From an optimization exercise on the open Yosys and OpenROAD flow, aimed at small area; shortcuts taken in it are not production practice. Where RTL was checked, it was by simulation tests only, not by an equivalence proof against the original. Function not checked in run 4: the RTL went through the layout flow alone. Power figures rest on the tool's default switching activity, not on a simulated workload.

### design/flow/config.mk
export PLATFORM = sky130hd
export DESIGN_NAME = AHB_master
export DESIGN_NICKNAME = AHB_master
export VERILOG_FILES = /design/flow/design.v
export SDC_FILE = /design/flow/constraint.sdc
export NUM_CORES = 4
export LEC_CHECK = 0
export CAP_MARGIN = 20
export CORE_MARGIN = 2
export CORE_UTILIZATION = 40
export SLEW_MARGIN = 20
### design/flow/constraint.sdc
create_clock -name core_clock -period 5.0 [get_ports {HCLK}]
set_input_delay 1.0000 -clock core_clock [delete_from_list [all_inputs] [get_ports {HCLK}]]
set_output_delay 1.0000 -clock core_clock [all_outputs]
set_load 0.01 [all_outputs]
### design/flow/design.v
`timescale 1ns / 1ps
module AHB_master#(
    parameter ADDR_WIDTH=32,
    parameter DATA_WIDTH=32)
(
    input wire HRESETn,
    input wire HCLK,
    input wire HREADY,
    input wire HRESP,                         
    input wire [DATA_WIDTH-1:0] HRDATA,
    output reg [ADDR_WIDTH-1:0] HADDR,
    output reg HWRITE,
    output reg [2:0] HSIZE,
    output reg [2:0] HBURST,
    output reg [3:0] HPROT,
    output reg [1:0] HTRANS,
    output reg HMASTLOCK,
    output reg [DATA_WIDTH-1:0] HWDATA,
    input wire cmd_valid,
    input wire cmd_write,
    input wire [ADDR_WIDTH-1:0] cmd_addr,
    input wire [DATA_WIDTH-1:0] cmd_wdata,
    input wire [7:0] cmd_len, 
    input wire [2:0] cmd_size,
    output reg cmd_ready,
    output reg resp_valid,
    output reg [DATA_WIDTH-1:0] resp_rdata,
    output reg resp_err
);
    localparam HTRANS_IDLE   = 2'b00;
    localparam HTRANS_BUSY   = 2'b01;
    localparam HTRANS_NONSEQ = 2'b10;
    localparam HTRANS_SEQ    = 2'b11;
    localparam S_IDLE = 3'd0;
    localparam S_ADDR = 3'd1;
    localparam S_DATA = 3'd2;
    reg [2:0] state, next_state;
    reg [7:0] beat_count;
    reg [ADDR_WIDTH-1:0] addr_reg;
    reg [DATA_WIDTH-1:0] wdata_reg;
    reg write_reg;
    reg [2:0] size_reg;
    always @(posedge HCLK or negedge HRESETn) begin
        if (!HRESETn) begin
            HADDR       <= {ADDR_WIDTH{1'b0}};
            HWRITE      <= 1'b0;
            HSIZE       <= 3'd2;
            HBURST      <= 3'd0;
            HPROT       <= 4'b0011;  
            HTRANS      <= HTRANS_IDLE;
            HMASTLOCK   <= 1'b0;
            HWDATA      <= {DATA_WIDTH{1'b0}};
            cmd_ready   <= 1'b1;
            resp_valid  <= 1'b0;
            resp_rdata  <= {DATA_WIDTH{1'b0}};
            resp_err    <= 1'b0;
            state       <= S_IDLE;
            beat_count  <= 8'd0;
            addr_reg    <= {ADDR_WIDTH{1'b0}};
            wdata_reg   <= {DATA_WIDTH{1'b0}};
            write_reg   <= 1'b0;
            size_reg    <= 3'd2;
        end else begin
            state <= next_state;
            case (state)
                S_IDLE: begin
                    HTRANS <= HTRANS_IDLE;
                    resp_valid <= 1'b0;
                    if (cmd_valid && cmd_ready) begin
                        addr_reg   <= cmd_addr;
                        wdata_reg  <= cmd_wdata;
                        write_reg  <= cmd_write;
                        size_reg   <= cmd_size;
                        beat_count <= (cmd_len == 0) ? 8'd1 : cmd_len;
                        HADDR      <= cmd_addr;
                        HSIZE      <= cmd_size;
                        HBURST     <= (cmd_len > 1) ? 3'b001 : 3'b000;  
                        HWRITE     <= cmd_write;
                        HPROT      <= 4'b0011;
                        HMASTLOCK  <= 1'b0;
                        HTRANS     <= HTRANS_NONSEQ;
                        cmd_ready  <= 1'b0;  
                    end else begin
                        cmd_ready  <= 1'b1;
                    end
                end
                S_ADDR: begin
                    if (HREADY) begin
                        if (write_reg)
                            HWDATA <= wdata_reg;
                    end
                end
                S_DATA: begin
                    if (HREADY) begin
                        if (write_reg) begin
                            if (beat_count > 1) begin
                                beat_count <= beat_count - 1;
                                addr_reg   <= addr_reg + (1 << size_reg);
                                HADDR      <= addr_reg + (1 << size_reg);
                                HTRANS     <= HTRANS_SEQ;
                                HWDATA     <= wdata_reg;  
                            end else begin
                                HTRANS     <= HTRANS_IDLE;
                                cmd_ready  <= 1'b1;
                                resp_valid <= 1'b1;
                                resp_err   <= HRESP;  
                            end
                        end else begin
                            resp_rdata <= HRDATA;
                            if (beat_count > 1) begin
                                beat_count <= beat_count - 1;
                                addr_reg   <= addr_reg + (1 << size_reg);
                                HADDR      <= addr_reg + (1 << size_reg);
                                HTRANS     <= HTRANS_SEQ;
                            end else begin
                                HTRANS     <= HTRANS_IDLE;
                                cmd_ready  <= 1'b1;
                                resp_valid <= 1'b1;
                                resp_err   <= HRESP;
                            end
                        end
                    end else begin
                        HTRANS <= HTRANS_BUSY;  
                    end
                end
                default: ;
            endcase
            if (resp_valid && cmd_valid == 0)
                resp_valid <= 1'b0;
        end
    end
    always @(*) begin
        next_state = state;
        case (state)
            S_IDLE: begin
                if (cmd_valid && cmd_ready)
                    next_state = S_ADDR;
            end
            S_ADDR: begin
                if (HREADY)
                    next_state = S_DATA;
            end
            S_DATA: begin
                if (HREADY && (beat_count == 1))
                    next_state = S_IDLE;
            end
            default: next_state = S_IDLE;
        endcase
    end
endmodule
### design/flow/run.sh
#!/bin/bash
# synth_recipe.tcl (not shown) runs the flow's synth.tcl, then flattens the netlist and writes it again
# the make line also repeats each setting of config.mk as NAME=value (left out here)
make -C /OpenROAD-flow-scripts/flow DESIGN_CONFIG=/design/flow/config.mk WORK_HOME=/design/flow/orfs CLKGATE_MAP_FILE= SYNTH_SCRIPT=/design/flow/synth_recipe.tcl finish
==> metrics.cfg, run 1 <==
[route]
drc_errors = 0
drt_iter0_drc = 414
routed_via_density = 5.31
dr.pass1.iters = 5
dr_wl_met3_um = 1290
wl_met2_um = 9570
ant_nets = 0
highest_layer = met4
wl_per_cell_um = 18.2
wl_met1_um = 9160
wirelength_um = 20400
via_count = 5928

[timing]
tns_ns = 0
holdWs_ns = 0.478
slew_violations = 0
setup_ws_ns = 1.91
rsz0062_at_grt = false
timing.final.crit_share = 0.617
finalSetupViolCount = 0
maxSlewHeadroom = 0.273
fin_skew_ns = 0.0139
max_freq_mhz = 324
layout_min_cycle_time_ns = 3.09
worst_pin_slew_ns = 1.09
hold_viol_final = 0

[floorplan]
die_w_um = 137
die-area_mm2 = 0.0189
core-area_mm2 = 0.0174
placementRows = 48
start_util = 0.410
fp.dieH_um = 137
ios = 226

[power]
total_power_mw = 6.46
irDropWorstVdd_mv = 0.325
p_comb_frac = 0.454
seq_power_share = 0.349
p_clk_frac = 0.196
p_int_mw = 4.06
p_sw_mw = 2.41
switching_share = 0.372
p_leak_nw = 4.35
p_per_area_mw_per_mm2 = 647

[critical_path]
crit_type = input pin to flip-flop
cp_slowest_cell = clkdlybuf4s50_1
critPathBufInv = 2
crit_path_end_kind = flip-flop
crit_fanout = 16
critPathRequiredTime_ns = 5.26
crit_chain = clkdlybuf4s50_1 -> nand2_1 -> a21oi_4 -> a21boi_4 -> buf_4 -> nand4_1 -> o211ai_1 -> o311ai_0
start_kind = input pin
cpPeakStageDelay_ns = 0.61
r2r_setup_slack_ns = 1.99
crit_family = compound AO/OA/AOI/OAI gates
arrival_ns = 3.35

[min_path]
hold_path.class = flip-flop to flip-flop

[clock_tree]
clkTransAtPathRegs_ns = 0.07
cts_resized = 0
cts-hold-fix-buffers = 0
cts_max_level = 4
worstSkewPairLatency_ns = 0.42
cts_tree = built
cts_buffers = 17
cts_setup_buffers = 0
cts_root_buffer = clkbuf_16
cts_buffer_depth = 2
clock_sinks = 148

[layout]
nFillCells = 1436
area_growth_pct = 40.4
drive_gt1_frac = 0.139
layout.nets = 1002
fin_area_mm2 = 0.00999

[grt]
grt_max_degree = 58
grt_use_total = 0.213
overflow = 0
grt_pass1_vias = 5771
grt_pass1_wl_um = 30900
antenna_found_initial = 0

[placed_design]
dp_slack_ns = 1.52
portBuffers = 218
dpl.hpwl_um = 14300
finalWeightedCongestion = 0.820
place_area_mm2 = 0.00940

[yosys]
synth_edf_count = 0
syn_inst = 674
syn_area_per_cell_um2 = 10.6
synth-seq-cells = 148
synth_top_area_cell = dfrtp_1
async_flop_share = 1.00
synth.yosys.warnings = 1
synth_ff_type = dfrtp_1
synthMostInstantiatedCell = nand2_1
synth_area_mm2 = 0.00712
synth_area_leaders = dfrtp_1 (51%), nand2_1 (8.0%), mux2_4 (6.3%)
synth.distinct_cells = 67
yosysSeqAreaShare = 0.521
synth_top_cell_area_share = 0.513
yosys-top-cells-count = nand2_1 (151), dfrtp_1 (146), mux2_2 (35), nor2_1 (35), a21oi_1 (31)

[status]
outcome = complete, no violations

[job]
max-cap-violations = 0

[worst register-to-register path: stages (launching register included)]
cell,delay [ns]
dfstp_2,0.63
nor3_1,0.08
ha_1,0.24
fa_1,0.44
a211oi_1,0.34
o211ai_1,0.20
o211ai_1,0.36
nor2_1,0.22
and3_1,0.25
nor3_1,0.17
[power by group through the flow]
| stage | clock network, mW | registers [mW] | logic [mW] |
|---|---|---|---|
| after floorplan | 0 | 2.32 | 1.53 |
| after global placement | 0 | 2.24 | 2.87 |
| after detailed placement | 0 | 2.27 | 2.94 |
| after CTS | 1.29 | 2.25 | 2.96 |
| after global routing | 1.34 | 2.33 | 3.20 |
| final | 1.27 | 2.26 | 2.94 |
[per-stage QoR]
stage / std cells / util
final: 1117 / 0.576
after global routing: 1116 / 0.576
after CTS: 1116 / 0.576
after detailed placement: 1084 / 0.542
after global placement: 1084 / 0.542
after floorplan: 679 / -
[metal layers]
layer,track usage,vias up
met2,0.323,218
met4,0.0699,0
met3,0.0486,23
met1,0.303,2904
met5,0,-
li1,-,2783
[area by class of cell]
cell class,count,area [µm²],share of cell area
flip-flops and latches,148,3710,0.371
multi-input cells,479,3150,0.315
repair buffers,226,2240,0.224
clock buffers,20,467,0.0467
well taps,225,282,0.0282
clock inverters,12,121,0.0121
inverters,6,22.5,0.00225
diodes,1,2.50,0.000250
[cells in the final DEF, fill, tap and decap left out, types with 4 or more instances in the layout]
| master | netlist | layout |
|---|---|---|
| mux2_2 | 35 | 35 |
| o22ai_1 | 11 | 11 |
| ha_1 | 10 | 10 |
| mux2_4 | 30 | 30 |
| a21o_1 | 5 | 5 |
| a31oi_1 | 7 | 7 |
| a21oi_1 | 31 | 31 |
| inv_1 | 6 | 6 |
| clkdlybuf4s50_1 | 0 | 217 |
| o211ai_1 | 9 | 9 |
| conb_1 | 2 | 7 |
| nor2_1 | 35 | 34 |
| buf_4 | 9 | 8 |
| a211oi_1 | 8 | 8 |
| or3_1 | 6 | 6 |
| nor3_1 | 9 | 9 |
| clkbuf_16 | 0 | 17 |
| dfrtp_1 | 146 | 146 |
| and3_1 | 15 | 14 |
| o21ai_0 | 20 | 20 |
| a311oi_1 | 5 | 5 |
| clkinv_4 | 0 | 4 |
| nand4_1 | 8 | 8 |
| nand3_1 | 13 | 13 |
| nand2_1 | 151 | 150 |
[logic make-up after synthesis]
kind of cell,share of synthesized area
and+or+nand+nor,0.168
buffers and inverters,0.0431
DFF,0.521
muxes,0.122
other,0.00106
xor gates and xnor gates,0.00615
adders and majority gates,0.0204
AOI/OAI and AO/OA,0.119
[worst paths after layout]
check / cells after the start / endpoint / startpoint
setup / recovery: 8 / HADDR[31]$_DFFE_PN0P_ / HREADY
hold / removal: 2 / wdata_reg[5]$_DFFE_PN0P_ / wdata_reg[5]$_DFFE_PN0P_
setup reg to reg: 9 / HADDR[28]$_DFFE_PN0P_ / HSIZE[1]$_DFFE_PN1P_
hold reg to reg: 2 / wdata_reg[5]$_DFFE_PN0P_ / wdata_reg[5]$_DFFE_PN0P_
max in group asynchronous: 2 / resp_rdata[8]$_DFFE_PN0P_ / HRESETn
min in group asynchronous: 1 / HWDATA[9]$_DFFE_PN0P_ / HRESETn
==> run 2, diff against run 1 <==
==> design/flow/design.v (replaced) <==
`timescale 1ns / 1ps
module AHB_master#(
    parameter ADDR_WIDTH=32,
    parameter DATA_WIDTH=32)
(
    input wire HRESETn,
    input wire HCLK,
    input wire HREADY,
    input wire HRESP,                         
    input wire [DATA_WIDTH-1:0] HRDATA,
    output reg [ADDR_WIDTH-1:0] HADDR,
    output reg HWRITE,
    output reg [2:0] HSIZE,
    output wire [2:0] HBURST,
    output wire [3:0] HPROT,
    output reg [1:0] HTRANS,
    output wire HMASTLOCK,
    output reg [DATA_WIDTH-1:0] HWDATA,
    input wire cmd_valid,
    input wire cmd_write,
    input wire [ADDR_WIDTH-1:0] cmd_addr,
    input wire [DATA_WIDTH-1:0] cmd_wdata,
    input wire [7:0] cmd_len,
    input wire [2:0] cmd_size,
    output wire cmd_ready,
    output wire resp_valid,
    output reg [DATA_WIDTH-1:0] resp_rdata,
    output reg resp_err
);
    reg ph;                          
    reg burst;                       
    reg [7:0] beat_count;            
    reg [DATA_WIDTH-1:0] wdata_reg;  
    wire idle    = ~(HTRANS[1] | HTRANS[0]);
    wire accept  = idle & cmd_valid;
    wire data_st = ~idle & ph;
    wire last    = ~|beat_count[7:1];
    wire step    = data_st & HREADY & ~last;
    assign cmd_ready  = idle;
    assign resp_valid = idle & ph;
    assign HBURST     = {2'b00, burst};
    assign HPROT      = 4'b0011;
    assign HMASTLOCK  = 1'b0;
    always @(posedge HCLK or negedge HRESETn) begin
        if (!HRESETn) begin
            HADDR      <= {ADDR_WIDTH{1'b0}};
            HWRITE     <= 1'b0;
            HSIZE      <= 3'd2;
            burst      <= 1'b0;
            HTRANS     <= 2'b00;
            HWDATA     <= {DATA_WIDTH{1'b0}};
            resp_rdata <= {DATA_WIDTH{1'b0}};
            resp_err   <= 1'b0;
            ph         <= 1'b0;
        end else begin
            ph        <= ~idle & (ph | HREADY);
            HTRANS[1] <= idle ? cmd_valid : (~ph | (HREADY & ~last));
            HTRANS[0] <= data_st & ~(HREADY & last);
            if (accept) begin
                HADDR  <= cmd_addr;
                HSIZE  <= cmd_size;
                HWRITE <= cmd_write;
                burst  <= |cmd_len[7:1];
            end else if (step) begin
                HADDR  <= HADDR + ({{(ADDR_WIDTH-8){1'b0}}, 8'd1} << HSIZE);
            end
            if (HREADY & HWRITE)
                HWDATA <= wdata_reg;
            if (data_st & HREADY & ~HWRITE)
                resp_rdata <= HRDATA;
            if (data_st & HREADY & last)
                resp_err <= HRESP;
        end
    end
    always @(posedge HCLK) begin
        if (accept) begin
            wdata_reg  <= cmd_wdata;
            beat_count <= cmd_len;
        end else if (step) begin
            beat_count <= beat_count - 8'd1;
        end
    end
endmodule
--- a/design/flow/config.mk
+++ b/design/flow/config.mk
@@ -6,4 +6,5 @@
 export NUM_CORES = 4
 export LEC_CHECK = 0
+export ABC_AREA = 1
 export CAP_MARGIN = 20
 export CORE_MARGIN = 2
==> run 2 against run 1 <==
Worst hold slack worse by 0.0087 ns. Largest cell class unchanged. Non-clock buffer count shrank 1. Sequential power is 7% lower. Sequential cell count fell by 3.
==> metrics.cfg, run 2 <==
[yosys]
synth_area_mm2 = 0.00710
synth_top_cell_area_share = 0.366
synth_area_leaders = dfrtp_1 (37%), edfxtp_1 (17%), mux2_2 (10%)
synth-seq-cells = 145
async_flop_share = 0.724
synth.distinct_cells = 40
synthMostInstantiatedCell = nand2_1
yosys-top-cells-count = nand2_1 (182), dfrtp_1 (104), mux2_2 (65)
synth_edf_count = 40
yosysSeqAreaShare = 0.539
synth_ff_type = dfrtp_1
syn_inst = 731
synth_top_area_cell = dfrtp_1
syn_area_per_cell_um2 = 9.72
synth.yosys.warnings = 1

[grt]
overflow = 0
use_met3 = 0.0486
grtUsageMet1 = 0.262
grt_pass1_wl_um = 29200
grtUsageMet2 = 0.336
grt_use_total = 0.203
top_usage_layer = met2
antenna_found_initial = 1
grt_max_degree = 75
grt_pass1_vias = 5690

[layout]
nFillCells = 1479
area_growth_pct = 41.4
final_cells = 1188
antenna_cells = 0
seq_area_mm2 = 0.00383
drive_gt1_frac = 0.141
multiInputGateArea_mm2 = 0.00284
layout_common_cells = clkdlybuf4s50_1 (217), nand2_1 (182), dfrtp_1 (104), mux2_2 (65), nor2_1 (61)
final_common_cell = clkdlybuf4s50_1
layout.nets = 1073

[timing]
maxSlewHeadroom = 0.377
slew_violations = 0
layout_min_cycle_time_ns = 2.90
tns_ns = 0
setup_ws_ns = 2.10
finalSetupViolCount = 0
rsz0062_at_grt = false
max_freq_mhz = 345
hold_viol_final = 0
fin_skew_ns = 0.0102
timing.final.crit_share = 0.580
worst_pin_slew_ns = 0.933

[critical_path]
arrival_ns = 1.90
crit_path_end_kind = output port
critPathRequiredTime_ns = 4.00
crit_type = flip-flop to output port
crit_fanout = 9
start_kind = flip-flop

[placed_design]
dp.cells = 1155
dpl.hpwl_um = 13700
dp_slack_ns = 1.76
finalWeightedCongestion = 0.920
portBuffers = 218

[route]
dr.pass1.iters = 5
ant_nets = 0
wirelength_um = 19000
drt_iter0_drc = 326
wl_per_cell_um = 16.0
routed_via_density = 4.90
drc_errors = 0
via_count = 5819

[floorplan]
die-area_mm2 = 0.0188
start_util = 0.409
core-area_mm2 = 0.0174
die_w_um = 137
ios = 226
fp.dieH_um = 137
placementRows = 48

[power]
p_clk_frac = 0.218
p_sw_mw = 2.14
p_leak_nw = 4.34
irDropWorstVdd_mv = 0.284
p_int_mw = 3.92
seq_power_share = 0.347
p_per_area_mw_per_mm2 = 604
p_comb_frac = 0.436
switching_share = 0.353

[clock_tree]
cts_resized = 0
worstSkewPairLatency_ns = 0.42
clock_sinks = 145
cts-hold-fix-buffers = 0
clkTransAtPathRegs_ns = 0.06
cts_root_buffer = clkbuf_16
cts_max_level = 4
cts_buffers = 17
cts_setup_buffers = 0
cts_tree = built
cts_buffer_depth = 2

[status]
outcome = complete, no violations

[job]
max-cap-violations = 0

[min_path]
hold_path.class = flip-flop to flip-flop

-- run 2: changes by cell type in the layout (fill, tap and decap cells not counted), sizes merged, moves of 8 or more --
| cell | change |
|---|---|
| edfxtp | +40 |
| inv | +58 |
| and3 | -15 |
| nor2 | +39 |
| a21oi | -11 |
| nand3 | +44 |
| dfrtp | -42 |
| a211oi | -8 |
| nand2 | +34 |
| nor3 | +8 |
| o22ai | -11 |
-- run 2: power groups by stage --
stage                     Clock (mW)  Combinational [mW]  Sequential [mW]
after floorplan                    0                1.28             2.22
after global placement             0                2.62             2.10
after detailed placement           0                2.66             2.12
after CTS                       1.35                2.67             2.11
after global routing            1.40                2.90             2.18
final                           1.32                2.64             2.10
-- run 2: worst max-delay path, stage by stage, from the launching register on --
cell and delay [ns]:
dfrtp_1 0.41, nor2_4 0.27, inv_2 0.10, nor2_1 0.11, clkdlybuf4s50_1 0.60
-- run 2: final cells by class --
class	count	area share
sequential	145	0.381
multi-input combinational	499	0.283
timing repair buffer	225	0.224
clock buffer	19	0.0431
tap	225	0.0280
inverter	62	0.0232
clock inverter	13	0.0177
-- run 2: worst paths after layout --
path	slack, ns	cells past startpoint	endpoint	from
worst max register to register	2.60	13	HADDR[19]$_DFFE_PN0P_	HSIZE[1]$_DFFE_PN1P_
worst min-delay path	0.47	1	HWDATA[21]$_DFFE_PN0P_	wdata_reg[21]$_DFFE_PP_
worst max-delay path	2.10	4	resp_valid	HTRANS[0]$_DFF_PN0_
min in group asynchronous	0.53	1	HWDATA[12]$_DFFE_PN0P_	HRESETn
worst min register to register	0.47	1	HWDATA[21]$_DFFE_PN0P_	wdata_reg[21]$_DFFE_PP_
max in group asynchronous	3.39	3	resp_rdata[11]$_DFFE_PN0P_	HRESETn
-- run 2: cell families after synthesis --
family	share of synthesized area
AND/OR/NAND/NOR	0.213
adder cells (fa/ha/maj)	0.0187
buffers and inverters	0.0636
AO/OA/AOI/OAI	0.0504
flip-flops	0.539
XOR/XNOR	0.0111
multiplexers	0.103
other	0.00106
-- run 2: stage by stage --
step                      instance area (µm²)  hold slack (ns)   util  power, mW
final                                   10000            0.469  0.579       6.07
after global routing                    10000            0.486  0.579       6.47
after CTS                               10000            0.475  0.577       6.12
after detailed placement                 9410            0.465  0.542       4.78
after global placement                   9410            0.458  0.542       4.71
after floorplan                          7120            0.455      -       3.50
-- run 2: per-layer routing --
| metal | up-vias | wire (µm) |
|---|---|---|
| met5 | - | 10 |
| met4 | 2 | 285 |
| met3 | 21 | 1380 |
| met2 | 209 | 9080 |
| met1 | 2742 | 8260 |
| li1 | 2845 | - |
==> run 3, diff against run 2 <==
--- a/design/flow/config.mk
+++ b/design/flow/config.mk
@@ -6,5 +6,4 @@
 export NUM_CORES = 4
 export LEC_CHECK = 0
-export ABC_AREA = 1
 export CAP_MARGIN = 20
 export CORE_MARGIN = 2
==> run 3 against run 2 <==
Still clean on timing, DRC and antenna. Cell count shrank 14%. Non-clock buffer count down 1. Worst hold slack gained 0.0084 ns. Combinational power decreased by 11%. Critical path type is now input pin to flip-flop. Largest power group unchanged. Highest routed layer unchanged.
==> metrics.cfg, run 3 <==
[status]
outcome = complete, no violations

[power]
total_power_mw = 5.69
p_leak_nw = 3.88
irDropWorstVdd_mv = 0.290
p_per_area_mw_per_mm2 = 587

[grt]
grtUsageMet1 = 0.284
top_usage_layer = met2
grtUsageMet2 = 0.329
use_met3 = 0.0556
grt_pass1_vias = 5274
grt_max_degree = 77
grt_use_total = 0.209
grt_pass1_wl_um = 28900
antenna_found_initial = 2
overflow = 0

[critical_path]
reg2reg_to = HADDR[27]$_DFFE_PN0P_
crit_type = input pin to flip-flop
crit_fanout = 49
start_kind = input pin
arrival_ns = 4.02
crit_family = buffers and inverters
reg2reg_from = HTRANS[1]$_DFF_PN0_
critPathRequiredTime_ns = 5.30
critPathBufInv = 3
cpPeakStageDelay_ns = 0.88
crit_path_end_kind = flip-flop
crit_chain = clkdlybuf4s50_1 -> or3b_2 -> clkinv_2 -> buf_4 -> nand2_1 -> o21ai_0 -> a31oi_1 -> nand3_1
rr_worst_depth = 7
cp_slowest_cell = or3b_2
r2r_setup_slack_ns = 1.86

[yosys]
synth_area_leaders = dfrtp_1 (38%), edfxtp_1 (18%), mux2_2 (11%)
yosys-top-cells-count = dfrtp_1 (104), nand2_1 (67), mux2_2 (66)
yosysSeqAreaShare = 0.566
synth_top_area_cell = dfrtp_1
syn_area_per_cell_um2 = 11.8
synth.distinct_cells = 60
synth-seq-cells = 145
synth_area_mm2 = 0.00677
synth_edf_count = 40
synth_ff_type = dfrtp_1
async_flop_share = 0.724
synthMostInstantiatedCell = dfrtp_1
syn_inst = 574
synth_top_cell_area_share = 0.384
synth.yosys.warnings = 1

[timing]
hold_viol_final = 0
slew_violations = 0
layout_min_cycle_time_ns = 3.72
worst_pin_slew_ns = 1.05
rsz0062_at_grt = false
timing.final.crit_share = 0.744
max_freq_mhz = 269
holdWs_ns = 0.477
tns_ns = 0
maxSlewHeadroom = 0.299
finalSetupViolCount = 0
fin_skew_ns = 0.00703

[route]
dr.pass1.iters = 6
ant_nets = 0
wl_per_cell_um = 18.3
wirelength_um = 18700
routed_via_density = 5.24
drt_iter0_drc = 228
via_count = 5337
drc_errors = 0

[min_path]
whs_endpoint = HWDATA[25]$_DFFE_PN0P_
min_from = wdata_reg[25]$_DFFE_PP_
hold_path.class = flip-flop to flip-flop
min_path_cells = 1

[floorplan]
die-area_mm2 = 0.0180
die_w_um = 134
placementRows = 47
ios = 226
fp.dieH_um = 134
core-area_mm2 = 0.0166
start_util = 0.408

[layout]
layout.nets = 908
fin_area_mm2 = 0.00970
drive_gt1_frac = 0.159
area_growth_pct = 43.3
layout_common_cells = clkdlybuf4s50_1 (217), dfrtp_1 (104), nand2_1 (67), mux2_2 (66), edfxtp_1 (40)
fin_util = 0.585
final_common_cell = clkdlybuf4s50_1

[placed_design]
dpl.hpwl_um = 13500
portBuffers = 218
place_area_mm2 = 0.00909
finalWeightedCongestion = 0.909

[clock_tree]
cts_root_buffer = clkbuf_16
clkTransAtPathRegs_ns = 0.06
cts_resized = 0
cts_buffers = 17
clock_sinks = 145
cts_buffer_depth = 2
worstSkewPairLatency_ns = 0.42
cts_max_level = 4
cts_setup_buffers = 0
cts_tree = built
cts-hold-fix-buffers = 0

[job]
max-cap-violations = 0

==> run 3: cell types whose count changed after synthesis, moves of 6 or more <==
| cell | change |
|---|---|
| nand3_1 | -31 |
| nand2_1 | -115 |
| and3_1 | +6 |
| o211ai_1 | +7 |
| inv_1 | -48 |
| nand4_1 | +11 |
| a31oi_1 | +7 |
| nor2_2 | -11 |
| and2_1 | +7 |
| nor3b_1 | +6 |
| nor2_1 | -25 |
| clkbuf_1 | +7 |
| xnor2_1 | +6 |
==> run 3: report_power, final <==
| group | leakage (nW) | switching, mW | internal, mW |
|---|---|---|---|
| logic | 2.02 | 1.06 | 1.30 |
| registers | 1.57 | 0.349 | 1.70 |
| clock network | 0.299 | 0.535 | 0.754 |
| total | 3.88 | 1.94 | 3.75 |
==> run 3: per-layer routing <==
metal | wire (µm) | up-vias
li1 | - | 2493
met1 | 8270 | 2584
met2 | 8710 | 235
met3 | 1460 | 23
met4 | 245 | 2
met5 | 8 | -
==> run 3: kinds of logic after synthesis <==
family          synth area share
other cells              0.00111
simple gates               0.145
xor+xnor                  0.0220
flops                      0.566
compound gates            0.0998
buf+inv                   0.0360
mux                        0.111
fa+ha+maj                 0.0196
==> run 3: metrics by stage <==
stage / cells / setup slack, ns
global route: 1018 / 0.969
CTS: 1018 / 1.23
global placement: 986 / 0.925
detailed placement: 986 / 0.796
floorplan: 579 / 2.30
finish: 1019 / 1.28
==> run 3: cell type report <==
type | instances | area [µm²]
fill | 1402 | 6880
clock inverter | 15 | 174
timing repair buffer | 224 | 2230
sequential | 145 | 3830
multi-input combinational | 385 | 2720
tap | 220 | 275
antenna | 1 | 2.50
clock buffer | 17 | 425
inverter | 12 | 46.3
==> run 3: worst max-delay path by stage <==
| stage | start | endpoint | slack [ns] | cells after the start |
|---|---|---|---|---|
| final | cmd_valid | HADDR[27]$_DFFE_PN0P_ | 1.28 | 8 |
| after global routing | cmd_valid | HADDR[29]$_DFFE_PN0P_ | 0.97 | 8 |
| after CTS | cmd_valid | HADDR[27]$_DFFE_PN0P_ | 1.23 | 8 |
| after detailed placement | cmd_valid | HADDR[27]$_DFFE_PN0P_ | 0.80 | 8 |
| after global placement | cmd_valid | HADDR[28]$_DFFE_PN0P_ | 0.92 | 6 |
| after floorplan | HSIZE[1]$_DFFE_PN1P_ | HADDR[18]$_DFFE_PN0P_ | 2.30 | 10 |
==> run 4, diff against run 3 <==
--- a/design/flow/design.v
+++ b/design/flow/design.v
@@ -37,4 +37,16 @@
     wire last    = ~|beat_count[7:1];
     wire step    = data_st & HREADY & ~last;
+    wire [7:0] inc = step ? (8'd1 << HSIZE) : 8'd0;
+    wire [32:0] cy;
+    assign cy[0] = inc[0];
+    genvar gi;
+    generate for (gi = 1; gi < 32; gi = gi + 1) begin : g_cy
+        if (gi < 8) begin : g_lo
+            assign cy[gi] = inc[gi] | (cy[gi-1] & HADDR[gi-1]);
+        end else begin : g_hi
+            assign cy[gi] = cy[gi-1] & HADDR[gi-1];
+        end
+    end endgenerate
+    assign cy[32] = 1'b0;
     assign cmd_ready  = idle;
     assign resp_valid = idle & ph;
@@ -62,6 +74,6 @@
                 HWRITE <= cmd_write;
                 burst  <= |cmd_len[7:1];
-            end else if (step) begin
-                HADDR  <= HADDR + ({{(ADDR_WIDTH-8){1'b0}}, 8'd1} << HSIZE);
+            end else begin
+                HADDR  <= HADDR ^ cy[31:0];
             end
             if (HREADY & HWRITE)
--- a/design/flow/config.mk
+++ b/design/flow/config.mk
@@ -9,3 +9,4 @@
 export CORE_MARGIN = 2
 export CORE_UTILIZATION = 40
+export CTS_BUF_LIST = sky130_fd_sc_hd__clkbuf_4
 export SLEW_MARGIN = 20
==> run 4 against run 3 <==
Now fails the layout checks on negative setup slack. Cell count shrank 12%. Register-to-register slack worse by 4.4 ns. Wire length down 24%. Combinational power about the same. Clock skew rose by 0.0098 ns. Non-clock buffer count rose by 29. Count of clock-buffer cells in the layout grew 4. Sequential share of layout area is 2.1 points higher. Total power decreased by 8.5%. Clock power shrank 36%. Sequential power barely moved. Synthesized area shrank 13%. Critical path type unchanged. Largest cell class unchanged.
==> metrics.cfg, run 4 <==
[status]
outcome = failed layout checks
violations = negative setup slack

[yosys]
synth_top_family_by_area = multiplexers
synth_top_area_cell = dfrtp_1
async_flop_share = 0.724
syn_area_per_cell_um2 = 13.4
synth_compound_area_frac = 0.0311
yosysSeqAreaShare = 0.647
synth_top_cell_area_share = 0.439
synth_area_leaders = dfrtp_1 (44%), edfxtp_1 (20%), mux2_2 (12%)
synth_ff_type = dfrtp_1
syn_inst = 442
muxShareOfSynthArea = 0.124
synth-xor-area-share = 0.00444
synthMostInstantiatedCell = nand2_1
yosys-top-cells-count = nand2_1 (110), dfrtp_1 (104), mux2_2 (65)
synth_simple_gate_area_frac = 0.0982
synth_area_mm2 = 0.00592
synth_edf_count = 40
synth-seq-cells = 145
yosys.area_share.adder = 0.0676
synth.distinct_cells = 38
synth.yosys.warnings = 1

[layout]
area_growth_pct = 55.4
layout_common_cells = clkdlybuf4s50_1 (216), nand2_1 (106), dfrtp_1 (104), mux2_2 (65), edfxtp_1 (40)
drive_gt1_frac = 0.256
layout.nets = 840
antenna_cells = 0
final_common_cell = clkdlybuf4s50_1

[timing]
hold_viol_final = 0
finalSetupViolCount = 18
holdWs_ns = 0.479
rsz0062_at_grt = true
layout_min_cycle_time_ns = 7.54
slew_violations = 0
maxSlewHeadroom = 0.326
worst_pin_slew_ns = 1.01
timing.final.crit_share = 1.51
fin_skew_ns = 0.0168
setup_ws_ns = -2.54
max_freq_mhz = 133

[critical_path]
cp_common_cell = ha_4
cp_slowest_cell = dlygate4sd2_1
reg2reg_to = HADDR[31]$_DFF_PN0_
critPathRequiredTime_ns = 5.43
crit_path_end_kind = flip-flop
arrival_ns = 7.97
reg2reg_from = beat_count[5]$_DFFE_PP_
crit_family = adder cells
start_kind = input pin
rr_worst_depth = 44
cpPeakStageDelay_ns = 0.25
crit_type = input pin to flip-flop
r2r_setup_slack_ns = -2.53
crit_fanout = 2
critPathBufInv = 1

[power]
p_leak_nw = 3.83
total_power_mw = 5.20
p_per_area_mw_per_mm2 = 565
irDropWorstVdd_mv = 0.236

[clock_tree]
clkTransAtPathRegs_ns = 0.12
cts_buffer_depth = 2
cts_root_buffer = clkbuf_4
worstSkewPairLatency_ns = 0.55
cts_max_level = 4
cts-hold-fix-buffers = 0
cts_tree = built
cts_buffers = 17
clock_sinks = 145

[grt]
grt_pass1_wl_um = 22300
antenna_found_initial = 0
grt_pass1_vias = 4408
grt_max_degree = 77
use_met3 = 0.0633
grt_use_total = 0.181
grtUsageMet2 = 0.301
overflow = 0
grtUsageMet1 = 0.216
top_usage_layer = met2

[route]
wirelength_um = 14200
wl_per_cell_um = 15.9
ant_nets = 0
via_count = 4216
drt_iter0_drc = 176
routed_via_density = 4.73
drc_errors = 0
dr.pass1.iters = 6

[floorplan]
die-area_mm2 = 0.0158
fp.dieH_um = 126
start_util = 0.409
placementRows = 44
ios = 226
core-area_mm2 = 0.0145
die_w_um = 126

[min_path]
min_path_cells = 1
hold_path.class = flip-flop to flip-flop
whs_endpoint = HWDATA[19]$_DFFE_PN0P_
min_from = wdata_reg[19]$_DFFE_PP_

[job]
max-cap-violations = 0

[placed_design]
dpl.hpwl_um = 10200
portBuffers = 218
finalWeightedCongestion = 0.787

[run 4: cell types whose count changed in the layout (fill, tap and decap cells not counted), sizes merged, moves of 15 or more]
cell | before | now
nand2 | 67 | 110
buf | 7 | 36
nand3 | 27 | 1
nor2 | 36 | 11
ha | 9 | 32
a21oi | 19 | 3
inv | 20 | 4
nor3 | 17 | 2
[run 4: metal layers]
layer | part of all wire | vias up | routed length [µm]
li1 | - | 2022 | -
met2 | 0.48 | 147 | 6730
met4 | 0.021 | 0 | 295
met5 | 0 | - | 0
met1 | 0.43 | 2025 | 6080
met3 | 0.074 | 22 | 1050
[run 4: worst max-delay path by stage]
stage                           to                    start  slack [ns]  cells past startpoint
2_1_floorplan  HADDR[31]$_DFF_PN0_                   HREADY       -2.76                     43
3_5_place_dp   HADDR[31]$_DFF_PN0_                   HREADY       -3.37                     44
4_1_cts        HADDR[31]$_DFF_PN0_  beat_count[2]$_DFFE_PP_       -2.55                     44
3_3_place_gp   HADDR[31]$_DFF_PN0_                   HREADY       -3.28                     44
6_report       HADDR[31]$_DFF_PN0_                   HREADY       -2.54                     44
5_1_grt        HADDR[30]$_DFF_PN0_  beat_count[5]$_DFFE_PP_       -2.80                     44
[run 4: logic make-up after synthesis]
logic type               count (synthesis)
flip-flops                             145
AND/OR/NAND/NOR                        140
multiplexers                            65
adder cells (fa/ha/maj)                 32
buffers and inverters                   28
AO/OA/AOI/OAI                           27
XOR/XNOR                                 3
other                                    2
[run 4: stage by stage]
stage	cell area, µm²	setup TNS, ns	instances	setup slack, ns	utilization
after global routing	9210	-28.98	892	-2.80	0.636
after floorplan	6250	-28.33	447	-2.76	-
after global placement	8770	-39.39	858	-3.28	0.606
after CTS	9110	-24.94	891	-2.55	0.629
final	9210	-24.64	892	-2.54	0.636
after detailed placement	8770	-41.23	858	-3.37	0.606
[run 4: timing repair]
item                                    4_1_cts  5_1_grt
gates cloned                                  0        0
pin swaps                                     5        5
endpoints found under the setup margin       19       20
gates resized for setup                       5       11
buffers inserted                              1        1
[run 4: area by class of cell]
class,instances,area [µm²]
Fill cell,1125,5270
Multi-Input combinational cell,274,2370
Clock buffer,21,158
Tap cell,184,230
Timing Repair Buffer,253,2440
Sequential cell,145,3830
Inverter,4,15.0
Clock inverter,11,163
[run 4: power breakdown]
part / internal, mW / leakage, nW / switching (mW)
Clock: 0.416 / 0.171 / 0.406
Sequential: 1.73 / 1.62 / 0.315
Combinational: 1.40 / 2.03 / 0.934
Total: 3.55 / 3.83 / 1.66
==> run 5, diff against run 4 <==
--- a/design/flow/design.v
+++ b/design/flow/design.v
@@ -37,16 +37,29 @@
     wire last    = ~|beat_count[7:1];
     wire step    = data_st & HREADY & ~last;
-    wire [7:0] inc = step ? (8'd1 << HSIZE) : 8'd0;
-    wire [32:0] cy;
+    wire [7:0] onehot = 8'd1 << HSIZE;
+    wire [7:0] inc = step ? onehot : 8'd0;
+    wire [31:0] cy;
+    wire [8:0] tl;
+    assign tl[0] = 1'b0;
+    genvar gi;
+    generate for (gi = 0; gi < 8; gi = gi + 1) begin : g_tl
+        assign tl[gi+1] = (onehot[gi] | tl[gi]) & HADDR[gi];
+    end endgenerate
+    wire p1 = &HADDR[15:8];
+    wire p2 = &HADDR[23:16];
+    wire [3:1] cin;
+    assign cin[1] = step & tl[8];
+    assign cin[2] = step & tl[8] & p1;
+    assign cin[3] = step & tl[8] & p1 & p2;
     assign cy[0] = inc[0];
-    genvar gi;
     generate for (gi = 1; gi < 32; gi = gi + 1) begin : g_cy
         if (gi < 8) begin : g_lo
             assign cy[gi] = inc[gi] | (cy[gi-1] & HADDR[gi-1]);
+        end else if (gi % 8 == 0) begin : g_blk
+            assign cy[gi] = cin[gi/8];
         end else begin : g_hi
             assign cy[gi] = cy[gi-1] & HADDR[gi-1];
         end
     end endgenerate
-    assign cy[32] = 1'b0;
     assign cmd_ready  = idle;
     assign resp_valid = idle & ph;
==> design/flow/flow/run.sh (new file) <==
#!/bin/bash
# The standard layout, with smaller port buffers (buf_1) and a clock tree
# without dummy loads.
set -euo pipefail
export BUFFER_PORTS_ARGS="-buffer_cell sky130_fd_sc_hd__buf_1"
export CTS_ARGS="-sink_clustering_enable -repair_clock_nets -dont_use_dummy_load -buf_list {sky130_fd_sc_hd__clkbuf_4 sky130_fd_sc_hd__clkbuf_8}"
bash standard.sh > standard_flow.log 2>&1
==> design/flow/standard.sh (new file) <==
#!/bin/bash
# synth_recipe.tcl (not shown) runs the flow's synth.tcl, then flattens the netlist and writes it again
# the make line also repeats each setting of config.mk as NAME=value (left out here)
make -C /OpenROAD-flow-scripts/flow DESIGN_CONFIG=/design/flow/config.mk WORK_HOME=/design/flow/orfs CLKGATE_MAP_FILE= SYNTH_SCRIPT=/design/flow/synth_recipe.tcl "${@:-finish}"
--- a/design/flow/config.mk
+++ b/design/flow/config.mk
@@ -9,4 +9,3 @@
 export CORE_MARGIN = 2
 export CORE_UTILIZATION = 40
-export CTS_BUF_LIST = sky130_fd_sc_hd__clkbuf_4
 export SLEW_MARGIN = 20
removed: design/flow/run.sh
==> run 5 against run 4 <==
Count of clock-buffer cells in the layout down 4. The run now finishes clean. Utilization down 14 points. Largest power group is now registers. Worst setup slack better by 3.3 ns. Sequential share of layout area up 11 points.
==> metrics.cfg, run 5 <==
[status]
outcome = complete, no violations

[floorplan]
die_w_um = 127
die-area_mm2 = 0.0161
placementRows = 44
start_util = 0.412
ios = 226
core-area_mm2 = 0.0146
fp.dieH_um = 127

[route]
dr_wl_met3_um = 952
ant_nets = 0
highest_layer = met5
wl_met2_um = 6290
dr.pass1.iters = 4
drc_errors = 0
via_count = 4199
wirelength_um = 13300
routed_via_density = 4.85
wl_met1_um = 5730
drt_iter0_drc = 142
wl_per_cell_um = 15.4

[clock_tree]
cts_tree = built
cts_root_buffer = clkbuf_8
cts_buffer_depth = 2
cts_setup_buffers = 0
clkTransAtPathRegs_ns = 0.07
cts-hold-fix-buffers = 0
clock_sinks = 145
cts_max_level = 4
cts_buffers = 17
worstSkewPairLatency_ns = 0.45
cts_resized = 0

[critical_path]
critPathRequiredTime_ns = 5.32
crit_path_end_kind = flip-flop
crit_type = flip-flop to flip-flop
crit_fanout = 7
crit_chain = nor4_4 -> a21o_2 -> nor4_1 -> ha_1 -> a31o_2 -> ha_1 -> a31o_2 -> ha_1 -> a41o_1 -> ha_1 -> a21o_1 -> ha_1 -> a31o_2 -> ha_1 -> a31o_2 -> ha_1 -> o21a_1 -> o31ai_1
cp_common_cell = ha_1
cp_slowest_cell = nor4_4
path_depth = 18
critPathBufInv = 0
cpPeakStageDelay_ns = 0.51
start_kind = flip-flop
arrival_ns = 4.52
crit_family = compound AO/OA/AOI/OAI gates
rr_worst_depth = 18

[timing]
finalSetupViolCount = 0
rsz0062_at_grt = false
fin_skew_ns = 0.0274
layout_min_cycle_time_ns = 4.20
slew_violations = 0
maxSlewHeadroom = 0.437
max_freq_mhz = 238
worst_pin_slew_ns = 0.843
tns_ns = 0
hold_viol_final = 0
timing.final.crit_share = 0.841

[job]
max-cap-violations = 0

[grt]
grt_use_total = 0.169
antenna_found_initial = 1
grt_max_degree = 63
overflow = 0
grt_pass1_wl_um = 21000
grt_pass1_vias = 4202

[yosys]
synth_ff_type = dfrtp_1
synth_top_cell_area_share = 0.432
syn_area_per_cell_um2 = 13.1
yosysSeqAreaShare = 0.635
synth_edf_count = 40
yosys-top-cells-count = nand2_1 (111), dfrtp_1 (104), mux2_2 (63)
syn_inst = 461
synth.yosys.warnings = 1
synth_top_area_cell = dfrtp_1
synth.distinct_cells = 38
synth-seq-cells = 145
synthMostInstantiatedCell = nand2_1
synth_area_leaders = dfrtp_1 (43%), edfxtp_1 (20%), mux2_2 (12%)
synth_area_mm2 = 0.00603
async_flop_share = 0.724

[placed_design]
finalWeightedCongestion = 0.778
place_area_mm2 = 0.00700
portBuffers = 218
dpl.hpwl_um = 9850
dp.cells = 848

[layout]
layout_common_cells = buf_1 (217), nand2_1 (111), dfrtp_1 (104), mux2_2 (63), edfxtp_1 (40)
area_growth_pct = 19.9
antenna_cells = 0
drive_gt1_frac = 0.145
layout.nets = 825
fin_area_mm2 = 0.00723
final_common_cell = buf_1
final_cells = 865

[power]
irDropWorstVdd_mv = 0.252
p_per_area_mw_per_mm2 = 590
p_leak_nw = 3.06

[min_path]
hold_path.class = flip-flop to flip-flop
min_path_cells = 1

## run 5: cell types whose count changed in the layout (fill, tap and decap cells not counted), sizes merged, moves of 4 or more
cell | previous run | this run
clkdlybuf4s50 | 216 | 0
nor2 | 11 | 15
bufinv | 4 | 0
buf | 36 | 223
nand4 | 0 | 5
o21ai | 6 | 13
clkinv | 5 | 1
## run 5: cell families after synthesis
family,synth area share
compound gates,0.0390
xor+xnor,0.0131
fa+ha+maj,0.0602
buf+inv,0.0274
flops,0.635
mux,0.121
other cells,0.00125
simple gates,0.103
## run 5: layer usage
metal,track usage,vias up
met5,0,-
met4,0.0730,2
met3,0.0595,26
met2,0.274,168
met1,0.205,1993
li1,-,2010
## run 5: worst paths after layout
kind                                         startpoint                         end  slack, ns
min in group asynchronous                       HRESETn      HWDATA[18]$_DFFE_PN0P_       0.70
max in group asynchronous                       HRESETn  resp_rdata[12]$_DFFE_PN0P_       3.80
worst min register to register  wdata_reg[24]$_DFFE_PP_      HWDATA[24]$_DFFE_PN0P_       0.46
worst min-delay path            wdata_reg[24]$_DFFE_PP_      HWDATA[24]$_DFFE_PN0P_       0.46
worst max-delay path            beat_count[5]$_DFFE_PP_          HADDR[7]$_DFF_PN0_       0.80
worst max register to register  beat_count[5]$_DFFE_PP_          HADDR[7]$_DFF_PN0_       0.80
## run 5: metrics by stage
stage	hold slack, ns	util	setup slack [ns]	power, mW
5_1_grt	0.481	0.494	0.526	4.59
2_1_floorplan	0.455	-	0.889	3.05
4_1_cts	0.459	0.494	0.777	4.34
3_5_place_dp	0.465	0.478	0.470	3.66
6_report	0.462	0.494	0.796	4.27
3_3_place_gp	0.458	0.478	0.630	3.59
## run 5: power breakdown
part           total (mW)  internal (mW)  switching (mW)
Combinational        1.52          0.652           0.865
Sequential           2.09           1.75           0.335
Clock               0.664          0.299           0.365
Total                4.27           2.70            1.56
## run 5: final cells by class
class	instances	area [µm²]
Fill cell	1353	7410
Sequential cell	145	3830
Multi-Input combinational cell	291	2050
Timing Repair Buffer	224	867
Clock buffer	17	234
Tap cell	184	230
Inverter	4	16.3
==> run 6, diff against run 5 <==
==> design/flow/flow/run.sh (replaced) <==
#!/bin/bash
# The standard layout, with smaller port buffers (buf_1), a clock tree of
# small clock buffers without dummy loads, and the tie cells left as synthesis
# made them.
set -euo pipefail
export BUFFER_PORTS_ARGS="-buffer_cell sky130_fd_sc_hd__buf_1"
export CTS_ARGS="-sink_clustering_enable -repair_clock_nets -dont_use_dummy_load -buf_list sky130_fd_sc_hd__clkbuf_4 -sink_clustering_size 8"
export SKIP_REPAIR_TIE_FANOUT=1
bash standard.sh > standard_flow.log 2>&1
--- a/design/flow/config.mk
+++ b/design/flow/config.mk
@@ -8,4 +8,4 @@
 export CAP_MARGIN = 20
 export CORE_MARGIN = 2
-export CORE_UTILIZATION = 40
+export CORE_UTILIZATION = 60
 export SLEW_MARGIN = 20
==> run 6 against run 5 <==
Still clean on timing, DRC and antenna. Sequential power is essentially flat. Synthesized cell count unchanged. Combinational power hardly changed. Worst setup slack improved by 0.023 ns. Utilization increased by 23 points. Wire length fell by 7.2%. Cell count decreased by 6.6%. Critical path type unchanged. Highest routed layer is now met4.
==> metrics.cfg, run 6 <==
[clock_tree]
cts_resized = 0
cts_setup_buffers = 0
cts_buffers = 17
worstSkewPairLatency_ns = 0.51
cts_buffer_depth = 2
cts-hold-fix-buffers = 0
cts_tree = built
clkTransAtPathRegs_ns = 0.10
cts_max_level = 4
clock_sinks = 145
cts_root_buffer = clkbuf_4

[critical_path]
arrival_ns = 4.59
rr_worst_depth = 18
reg2reg_to = HADDR[7]$_DFF_PN0_
crit_type = flip-flop to flip-flop
cpPeakStageDelay_ns = 0.47
start_kind = flip-flop
reg2reg_from = beat_count[4]$_DFFE_PP_
crit_chain = nor4_4 -> a21o_2 -> nor4_1 -> ha_1 -> a31o_2 -> ha_1 -> a31o_2 -> ha_1 -> a41o_1 -> ha_1 -> a21o_1 -> ha_1 -> a31o_2 -> ha_1 -> a31o_2 -> ha_1 -> o21a_1 -> o31ai_1
critPathRequiredTime_ns = 5.41
cp_common_cell = ha_1
cp_slowest_cell = edfxtp_1
r2r_setup_slack_ns = 0.82
crit_fanout = 7
crit_path_end_kind = flip-flop

[placed_design]
dpl.hpwl_um = 9080
finalWeightedCongestion = 0.791
dp.cells = 791
portBuffers = 218
dp_slack_ns = 0.469

[yosys]
synth_compound_area_frac = 0.0390
synth_area_mm2 = 0.00603
muxShareOfSynthArea = 0.121
synth_ff_type = dfrtp_1
synth-seq-cells = 145
synth_top_cell_area_share = 0.432
synth_simple_gate_area_frac = 0.103
yosys.area_share.adder = 0.0602
synth_area_leaders = dfrtp_1 (43%), edfxtp_1 (20%), mux2_2 (12%)
syn_area_per_cell_um2 = 13.1
yosysSeqAreaShare = 0.635
synth-xor-area-share = 0.0131
synth.distinct_cells = 38
synth_top_area_cell = dfrtp_1
synth_top_family_by_area = multiplexers
synth.yosys.warnings = 1
async_flop_share = 0.724
synthMostInstantiatedCell = nand2_1
syn_inst = 461
synth_edf_count = 40
yosys-top-cells-count = nand2_1 (111), dfrtp_1 (104), mux2_2 (63)

[timing]
layout_min_cycle_time_ns = 4.18
finalSetupViolCount = 0
tns_ns = 0
holdWs_ns = 0.482
worst_pin_slew_ns = 0.930
max_freq_mhz = 239
maxSlewHeadroom = 0.380
setup_ws_ns = 0.819
hold_viol_final = 0
fin_skew_ns = 0.0205
timing.final.crit_share = 0.836
slew_violations = 0
rsz0062_at_grt = false

[status]
outcome = complete, no violations

[min_path]
hold_path.class = flip-flop to flip-flop
min_from = wdata_reg[27]$_DFFE_PP_
min_path_cells = 1
whs_endpoint = HWDATA[27]$_DFFE_PN0P_

[floorplan]
die-area_mm2 = 0.0109
core-area_mm2 = 0.00977
ios = 226
start_util = 0.617
placementRows = 36
fp.dieH_um = 104
die_w_um = 104

[grt]
overflow = 0
grt_pass1_vias = 4147
grt_pass1_wl_um = 20300
antenna_found_initial = 0
grt_max_degree = 75
grt_use_total = 0.240

[layout]
nFillCells = 745
final_cells = 808
layout.nets = 819
layout_common_cells = buf_1 (217), nand2_1 (111), dfrtp_1 (104), mux2_2 (63), edfxtp_1 (40)
antenna_cells = 0
final_common_cell = buf_1
drive_gt1_frac = 0.145
area_growth_pct = 16.6

[route]
wl_per_cell_um = 15.3
drc_errors = 0
via_count = 4147
routed_via_density = 5.13
wirelength_um = 12400
ant_nets = 0
dr.pass1.iters = 4
drt_iter0_drc = 140

[power]
p_per_area_mw_per_mm2 = 578
irDropWorstVdd_mv = 0.298
total_power_mw = 4.07
p_leak_nw = 3.00

[job]
max-cap-violations = 0

-- run 6: cell counts after synthesis --
Identical to the previous run, type by type.
-- run 6: how the worst max path moves through the flow --
stage | from | end | slack [ns] | cells past startpoint
global placement | HREADY | HADDR[7]$_DFF_PN0_ | 0.65 | 19
global route | beat_count[4]$_DFFE_PP_ | HADDR[7]$_DFF_PN0_ | 0.57 | 18
detailed placement | HREADY | HADDR[7]$_DFF_PN0_ | 0.47 | 19
CTS | beat_count[4]$_DFFE_PP_ | HADDR[7]$_DFF_PN0_ | 0.79 | 18
finish | beat_count[4]$_DFFE_PP_ | HADDR[7]$_DFF_PN0_ | 0.82 | 18
floorplan | HREADY | HADDR[7]$_DFF_PN0_ | 0.89 | 18
-- run 6: worst max-delay path: cells and delay by family (launching register included) --
family | cells | cell delay [ns]
compound gates | 9 | 1.84
fa+ha+maj | 7 | 1.26
flops | 1 | 0.47
simple gates | 2 | 0.53
-- run 6: cell families (layout without fill, tap and decap cells) --
| logic type | after synthesis | after routing |
|---|---|---|
| compound gates | 35 | 35 |
| xor+xnor | 9 | 9 |
| fa+ha+maj | 29 | 29 |
| buf+inv | 30 | 244 |
| flops | 145 | 145 |
| mux | 65 | 65 |
| other cells | 2 | 2 |
| simple gates | 146 | 146 |
-- run 6: metrics by stage --
stage | utilization | instance area (µm²)
global route | 0.720 | 7030
CTS | 0.720 | 7030
finish | 0.720 | 7030
floorplan | - | 6030
global placement | 0.706 | 6910
detailed placement | 0.706 | 6910
-- run 6: area by class of cell --
cell class	instances	area (µm²)	share of cell area
inverters	4	15.0	0.00213
multi-input cells	286	2030	0.289
well taps	133	166	0.0237
clock buffers	17	128	0.0181
repair buffers	223	860	0.122
flip-flops and latches	145	3830	0.545
-- run 6: where the power goes --
part / leakage (nW) / total (mW) / internal [mW] / switching, mW
clock: 0.0782 / 0.481 / 0.156 / 0.326
combinational: 1.30 / 1.51 / 0.653 / 0.853
sequential: 1.63 / 2.08 / 1.75 / 0.331
-- run 6: metal layers --
layer / GRT usage / vias up / routed length, µm
li1: - / 2008 / -
met1: 0.315 / 1960 / 5330
met2: 0.371 / 158 / 5850
met3: 0.0808 / 21 / 873
met4: 0.100 / 0 / 296
met5: 0 / - / 0
==> run 7, diff against run 6 <==
==> design/flow/flow/run.sh (replaced) <==
#!/bin/bash
# Layout flow: the standard synthesis; then the combinational logic between
# the registers re-mapped by ABC for area (flow/resynth.ys: registers, half
# adders and tie cells kept as synthesis made them, with their names); then
# the standard layout, with buf_1 port buffers, a clock tree of small clock
# buffers without dummy loads, and the tie cells left as synthesis made them.
set -euo pipefail
here=$(pwd)
res=$here/orfs/results/$FLOW_PLATFORM/AHB_master/base
platform=$FLOW_HOME/platforms/$FLOW_PLATFORM
lib=$platform/lib/sky130_fd_sc_hd__tt_025C_1v80.lib

bash standard.sh synth > synth_flow.log 2>&1

cp "$res/1_2_yosys.v" "$here/std_synth.v"
dont_use=$(sed -n '/DONT_USE_CELLS += /,/^#/p' "$platform/config.mk" \
  | grep -o 'sky130_fd_sc_hd__[a-z0-9_]*' | sed 's/^/-dont_use /' | tr '\n' ' ')
sed -e "s#@LIB@#$lib#g" -e "s#@DONT_USE@#$dont_use#" \
    -e "s#@IN@#$here/std_synth.v#" -e "s#@OUT@#$here/resynth.v#" \
    flow/resynth.ys > resynth_run.ys
yosys -s resynth_run.ys > resynth.log 2>&1
cp "$here/resynth.v" "$res/1_2_yosys.v"
rm -f "$res/1_synth.odb" "$res/1_synth.sdc"

export BUFFER_PORTS_ARGS="-buffer_cell sky130_fd_sc_hd__buf_1"
export CTS_ARGS="-sink_clustering_enable -repair_clock_nets -dont_use_dummy_load -buf_list sky130_fd_sc_hd__clkbuf_4"
export SKIP_REPAIR_TIE_FANOUT=1
bash standard.sh > standard_flow.log 2>&1
==> design/flow/flow/resynth.ys (new file) <==
# Re-map the combinational logic of the standard synthesis for area.
# Registers, half adders and tie cells stay the cells synthesis made, with
# their names; only the logic between them is mapped again by ABC.
read_liberty -ignore_miss_func @LIB@
read_verilog @IN@
hierarchy -top AHB_master
blackbox sky130_fd_sc_hd__df* sky130_fd_sc_hd__edf* sky130_fd_sc_hd__ha_* sky130_fd_sc_hd__fa_* sky130_fd_sc_hd__conb_1
flatten
opt_clean
abc -liberty @LIB@ @DONT_USE@ -script "+strash;dch -f;amap;topo"
opt_clean -purge
setundef -zero
splitnets
insbuf -buf sky130_fd_sc_hd__buf_4 A X
opt_clean -purge
stat -liberty @LIB@
write_verilog -noattr -nohex -nodec @OUT@
==> run 7 against run 6 <==
Wire length rose by 2.3%. First-iteration DRC count up 30%. Register-to-register slack worse by 0.32 ns. Count of clock-buffer cells in the layout did not move. Combinational power increased by 5%. Cell count down 5.9%. Worst setup slack worse by 0.32 ns. Critical path type unchanged.
==> metrics.cfg, run 7 <==
[status]
outcome = complete, no violations

[timing]
setup_ws_ns = 0.495
max_freq_mhz = 222
layout_min_cycle_time_ns = 4.50
worst_pin_slew_ns = 0.995
fin_skew_ns = 0.0302
tns_ns = 0
maxSlewHeadroom = 0.336
hold_viol_final = 0
slew_violations = 0
timing.final.crit_share = 0.901
rsz0062_at_grt = false
finalSetupViolCount = 0

[clock_tree]
clock_sinks = 145
cts_root_buffer = clkbuf_4
cts_buffers = 17
cts_buffer_depth = 2
clkTransAtPathRegs_ns = 0.12
worstSkewPairLatency_ns = 0.51
cts-hold-fix-buffers = 0
cts_setup_buffers = 0
cts_tree = built
cts_max_level = 4
cts_resized = 0

[min_path]
whs_endpoint = HWDATA[5]$_DFFE_PN0P_
min_path_cells = 1
hold_path.class = flip-flop to flip-flop
min_from = wdata_reg[5]$_DFFE_PP_

[route]
via_count = 4164
ant_nets = 0
drt_iter0_drc = 182
wl_per_cell_um = 16.6
routed_via_density = 5.48
wl_met2_um = 6130
dr.pass1.iters = 4
dr_wl_met3_um = 934
wl_met1_um = 5230
highest_layer = met4
drc_errors = 0
wirelength_um = 12600

[yosys]
syn_area_per_cell_um2 = 13.1
synth.yosys.warnings = 1
synth_area_mm2 = 0.00636
syn_inst = 484

[critical_path]
reg2reg_from = beat_count[4]$_DFFE_PP_
cpPeakStageDelay_ns = 0.58
cp_common_cell = ha_1
crit_chain = or4_1 -> nor4_1 -> buf_4 -> nor2_1 -> clkinv_1 -> nor2_1 -> clkinv_1 -> nor2_1 -> ha_1 -> o21bai_1 -> ha_1 -> o21bai_1 -> ha_1 -> o21bai_1 -> ha_1 -> a31o_1 -> ha_1 -> a31o_1 -> ha_1 -> a31o_1 -> ha_1 -> a31oi_1 -> xnor2_1 -> o22a_1
reg2reg_to = HADDR[7]$_DFF_PN0_
start_kind = flip-flop
crit_fanout = 4
arrival_ns = 4.88
rr_worst_depth = 24
crit_path_end_kind = flip-flop
critPathRequiredTime_ns = 5.37
r2r_setup_slack_ns = 0.50
cp_slowest_cell = or4_1
crit_type = flip-flop to flip-flop

[floorplan]
ios = 226
die-area_mm2 = 0.0114
fp.dieH_um = 107
placementRows = 37
core-area_mm2 = 0.0103
die_w_um = 107
start_util = 0.616

[power]
p_leak_nw = 2.61
p_per_area_mw_per_mm2 = 611
irDropWorstVdd_mv = 0.313

[layout]
antenna_cells = 0
area_growth_pct = 6.44
drive_gt1_frac = 0.0433
final_cells = 760
layout_common_cells = buf_1 (217), dfrtp_1 (104), o22a_1 (100), edfxtp_1 (40), ha_1 (29)
layout.nets = 768
final_common_cell = buf_1

[placed_design]
dp_slack_ns = 0.509
finalWeightedCongestion = 0.817
portBuffers = 218
dp.cells = 743
dpl.hpwl_um = 9080

[grt]
grt_pass1_vias = 4246
antenna_found_initial = 0
overflow = 0
grt_max_degree = 73
grt_pass1_wl_um = 20000
grt_use_total = 0.229

[job]
max-cap-violations = 0

[run 7: critical path, delay by kind of cell, from the launching register on]
kind                     cells  cell delay (ns)
adder cells (fa/ha/maj)      7             1.22
flip-flops                   1             0.44
XOR/XNOR                     1             0.08
AO/OA/AOI/OAI                8             1.32
AND/OR/NAND/NOR              5             0.96
buffers and inverters        3             0.33
[run 7: routing by layer]
metal  vias to the layer above  track usage
met5                         -            0
met4                         0        0.102
met3                        23       0.0736
met2                       166        0.374
met1                      2007        0.280
li1                       1968            -
[run 7: worst max-delay path by stage]
stage	startpoint	slack, ns	end	cells after the start
5_1_grt	beat_count[4]$_DFFE_PP_	0.18	HADDR[7]$_DFF_PN0_	24
6_report	beat_count[4]$_DFFE_PP_	0.50	HADDR[7]$_DFF_PN0_	24
3_3_place_gp	beat_count[4]$_DFFE_PP_	0.66	HADDR[7]$_DFF_PN0_	24
3_5_place_dp	beat_count[4]$_DFFE_PP_	0.51	HADDR[7]$_DFF_PN0_	24
4_1_cts	beat_count[4]$_DFFE_PP_	0.48	HADDR[7]$_DFF_PN0_	24
2_1_floorplan	beat_count[4]$_DFFE_PP_	0.68	HADDR[7]$_DFF_PN0_	23
[run 7: layout make-up]
class	instances	area (µm²)
tap	136	170
inverter	18	67.6
sequential	145	3830
clock buffer	17	128
fill	852	3560
multi-input combinational	220	1700
timing repair buffer	224	867
[run 7: where the power goes]
part / internal, mW / switching, mW
logic: 0.703 / 0.884
clock network: 0.156 / 0.331
registers: 1.74 / 0.318
[run 7: metrics by stage]
step	util	hold WS [ns]	total power [mW]	instance area [µm²]
CTS	0.655	0.455	4.18	6770
detailed placement	0.643	0.459	3.70	6640
global route	0.655	0.483	4.44	6770
floorplan	-	0.449	3.58	6360
finish	0.655	0.452	4.13	6770
global placement	0.643	0.452	3.63	6640
==> run 8, diff against run 7 <==
--- a/design/flow/flow/run.sh
+++ b/design/flow/flow/run.sh
@@ -4,5 +4,6 @@
 # adders and tie cells kept as synthesis made them, with their names); then
 # the standard layout, with buf_1 port buffers, a clock tree of small clock
-# buffers without dummy loads, and the tie cells left as synthesis made them.
+# buffers without dummy loads, and the tie-high and tie-low cells merged into
+# one cell (flow/merge_ties.py) and left where synthesis put them.
 set -euo pipefail
 here=$(pwd)
@@ -20,4 +21,5 @@
     flow/resynth.ys > resynth_run.ys
 yosys -s resynth_run.ys > resynth.log 2>&1
+python3 flow/merge_ties.py "$here/resynth.v" > merge_ties.log 2>&1
 cp "$here/resynth.v" "$res/1_2_yosys.v"
 rm -f "$res/1_synth.odb" "$res/1_synth.sdc"
==> design/flow/flow/merge_ties.py (new file) <==
"""Merge the tie-high and tie-low cells of a netlist into one conb_1 cell,
which drives its HI and LO outputs at once. Leaves the netlist as it is unless
it has exactly one tie-high-only and one tie-low-only conb_1 cell."""
import re
import sys

path = sys.argv[1]
text = open(path).read()
pat = re.compile(r"  sky130_fd_sc_hd__conb_1 (\S+) \(\n\s*\.(HI|LO)\(([^()]*)\)\n  \);\n")
ties = list(pat.finditer(text))
hi = [m for m in ties if m.group(2) == "HI"]
lo = [m for m in ties if m.group(2) == "LO"]
if len(ties) == 2 and len(hi) == 1 and len(lo) == 1:
    h, l = hi[0], lo[0]
    merged = (f"  sky130_fd_sc_hd__conb_1 {h.group(1)} (\n"
              f"    .HI({h.group(3)}),\n    .LO({l.group(3)})\n  );\n")
    parts = sorted([(h.start(), h.end(), merged), (l.start(), l.end(), "")], reverse=True)
    for start, end, new in parts:
        text = text[:start] + new + text[end:]
    open(path, "w").write(text)
    print("merged tie cells", h.group(1), "and", l.group(1))
else:
    print("tie cells left as they are:", len(ties))
--- a/design/flow/flow/resynth.ys
+++ b/design/flow/flow/resynth.ys
@@ -8,5 +8,5 @@
 flatten
 opt_clean
-abc -liberty @LIB@ @DONT_USE@ -script "+strash;dch -f;amap;topo"
+abc -liberty @LIB@ @DONT_USE@ -script "+strash;dch -f;amap -m;topo"
 opt_clean -purge
 setundef -zero
==> run 8 against run 7 <==
Critical endpoint unchanged. Cell count fell by 0.26%. Final area barely moved. Synthesized area shrank 0.12%.
==> metrics.cfg, run 8 <==
[status]
outcome = complete, no violations

[route]
drt_iter0_drc = 169
wirelength_um = 12700
dr.pass1.iters = 5
routed_via_density = 5.47
wl_met2_um = 6050
dr_wl_met3_um = 963
drc_errors = 0
via_count = 4148
wl_per_cell_um = 16.7
ant_nets = 0
wl_met1_um = 5360
highest_layer = met4

[power]
p_leak_nw = 2.55
irDropWorstVdd_mv = 0.345
p_per_area_mw_per_mm2 = 601

[clock_tree]
cts_resized = 0
clkTransAtPathRegs_ns = 0.11
cts-hold-fix-buffers = 0
cts_buffers = 17
cts_setup_buffers = 0
cts_max_level = 4
cts_buffer_depth = 2
worstSkewPairLatency_ns = 0.49
cts_root_buffer = clkbuf_4
cts_tree = built
clock_sinks = 145

[floorplan]
start_util = 0.618
die_w_um = 107
fp.dieH_um = 107
ios = 226
core-area_mm2 = 0.0103
die-area_mm2 = 0.0114
placementRows = 37

[placed_design]
place_area_mm2 = 0.00662
finalWeightedCongestion = 0.827
dp.cells = 740
dpl.hpwl_um = 8990
portBuffers = 218

[layout]
antenna_cells = 0
area_growth_pct = 6.64
fin_area_mm2 = 0.00677
drive_gt1_frac = 0.0434
layout.nets = 767
final_cells = 758
fin_util = 0.659
final_common_cell = buf_1
layout_common_cells = buf_1 (217), dfrtp_1 (104), o22a_1 (100), edfxtp_1 (40), ha_1 (29)

[critical_path]
crit_fanout = 4
start_kind = flip-flop
crit_type = flip-flop to flip-flop
critPathRequiredTime_ns = 5.36
arrival_ns = 4.98
crit_path_end_kind = flip-flop

[timing]
hold_viol_final = 0
slew_violations = 0
fin_skew_ns = 0.0298
finalSetupViolCount = 0
holdWs_ns = 0.455
maxSlewHeadroom = 0.365
timing.final.crit_share = 0.926
rsz0062_at_grt = false
max_freq_mhz = 216
layout_min_cycle_time_ns = 4.63
tns_ns = 0
worst_pin_slew_ns = 0.947

[grt]
overflow = 0
grt_pass1_vias = 4101
grt_max_degree = 73
grt_pass1_wl_um = 19800
grt_use_total = 0.226
antenna_found_initial = 0

[job]
max-cap-violations = 0

[yosys]
synth_area_mm2 = 0.00635
syn_area_per_cell_um2 = 13.2
synth.yosys.warnings = 1
syn_inst = 482

[min_path]
hold_path.class = flip-flop to flip-flop

[run 8: changes by cell type in the layout (fill, tap and decap cells not counted), sizes merged]
cell	previous run	this run
buf	224	223
clkinv	17	16
nor2	23	24
nand2	13	12
conb	2	1
clkbuf	17	18
[run 8: critical path: stages, from the launching register on]
cell	delay, ns
edfxtp_1	0.44
or4_1	0.59
nor4_1	0.41
nor2_1	0.13
clkinv_1	0.11
nor2_1	0.07
clkinv_1	0.06
nor2_1	0.04
ha_1	0.16
o21bai_1	0.15
ha_1	0.17
o21bai_1	0.16
ha_1	0.17
o21bai_1	0.15
ha_1	0.17
a31o_1	0.18
ha_1	0.17
a31o_1	0.18
ha_1	0.18
a31o_1	0.19
ha_1	0.18
a31oi_1	0.19
xnor2_1	0.09
o22a_1	0.16
[run 8: power breakdown]
| group | total [mW] | switching, mW | internal [mW] |
|---|---|---|---|
| registers | 2.04 | 0.307 | 1.73 |
| logic | 1.54 | 0.865 | 0.680 |
| clock network | 0.484 | 0.328 | 0.156 |
[run 8: final timing paths]
| kind | from | endpoint | slack, ns | depth (start not counted) |
|---|---|---|---|---|
| max | beat_count[4]$_DFFE_PP_ | HADDR[7]$_DFF_PN0_ | 0.37 | 23 |
| min | wdata_reg[1]$_DFFE_PP_ | HWDATA[1]$_DFFE_PN0P_ | 0.46 | 1 |
| max reg2reg | beat_count[4]$_DFFE_PP_ | HADDR[7]$_DFF_PN0_ | 0.37 | 23 |
| min reg2reg | wdata_reg[1]$_DFFE_PP_ | HWDATA[1]$_DFFE_PN0P_ | 0.46 | 1 |
| max in group asynchronous | HRESETn | HSIZE[1]$_DFFE_PN1P_ | 3.54 | 2 |
| min in group asynchronous | HRESETn | resp_rdata[29]$_DFFE_PN0P_ | 0.54 | 1 |
[run 8: area by class of cell]
type                            instances  area (µm²)
Fill cell                             871        3510
Clock buffer                           17         128
Tap cell                              136         170
Multi-Input combinational cell        219        1700
Inverter                               17        63.8
Timing Repair Buffer                  224         880
Sequential cell                       145        3830
[run 8: stage by stage]
| stage | worst slack (ns) | power [mW] |
|---|---|---|
| CTS | 0.384 | 4.11 |
| finish | 0.372 | 4.07 |
| detailed placement | 0.408 | 3.63 |
| global placement | 0.520 | 3.57 |
| floorplan | 0.765 | 3.52 |
| global route | 0.0614 | 4.37 |
[run 8: routing by layer]
metal | up-vias | GRT usage
met5 | - | 0
met4 | 0 | 0.0863
met3 | 22 | 0.0766
met2 | 159 | 0.364
met1 | 1993 | 0.286
li1 | 1974 | -

Re-timed with assumed drivers on the ports (clkbuf_16 on the clock, buf_2 on other inputs), run 8 has 0.372 ns of setup slack against 0.372 ns with ideal ports, and 0.372 ns once port delays also move by the mid clock arrival of 0.508 ns.
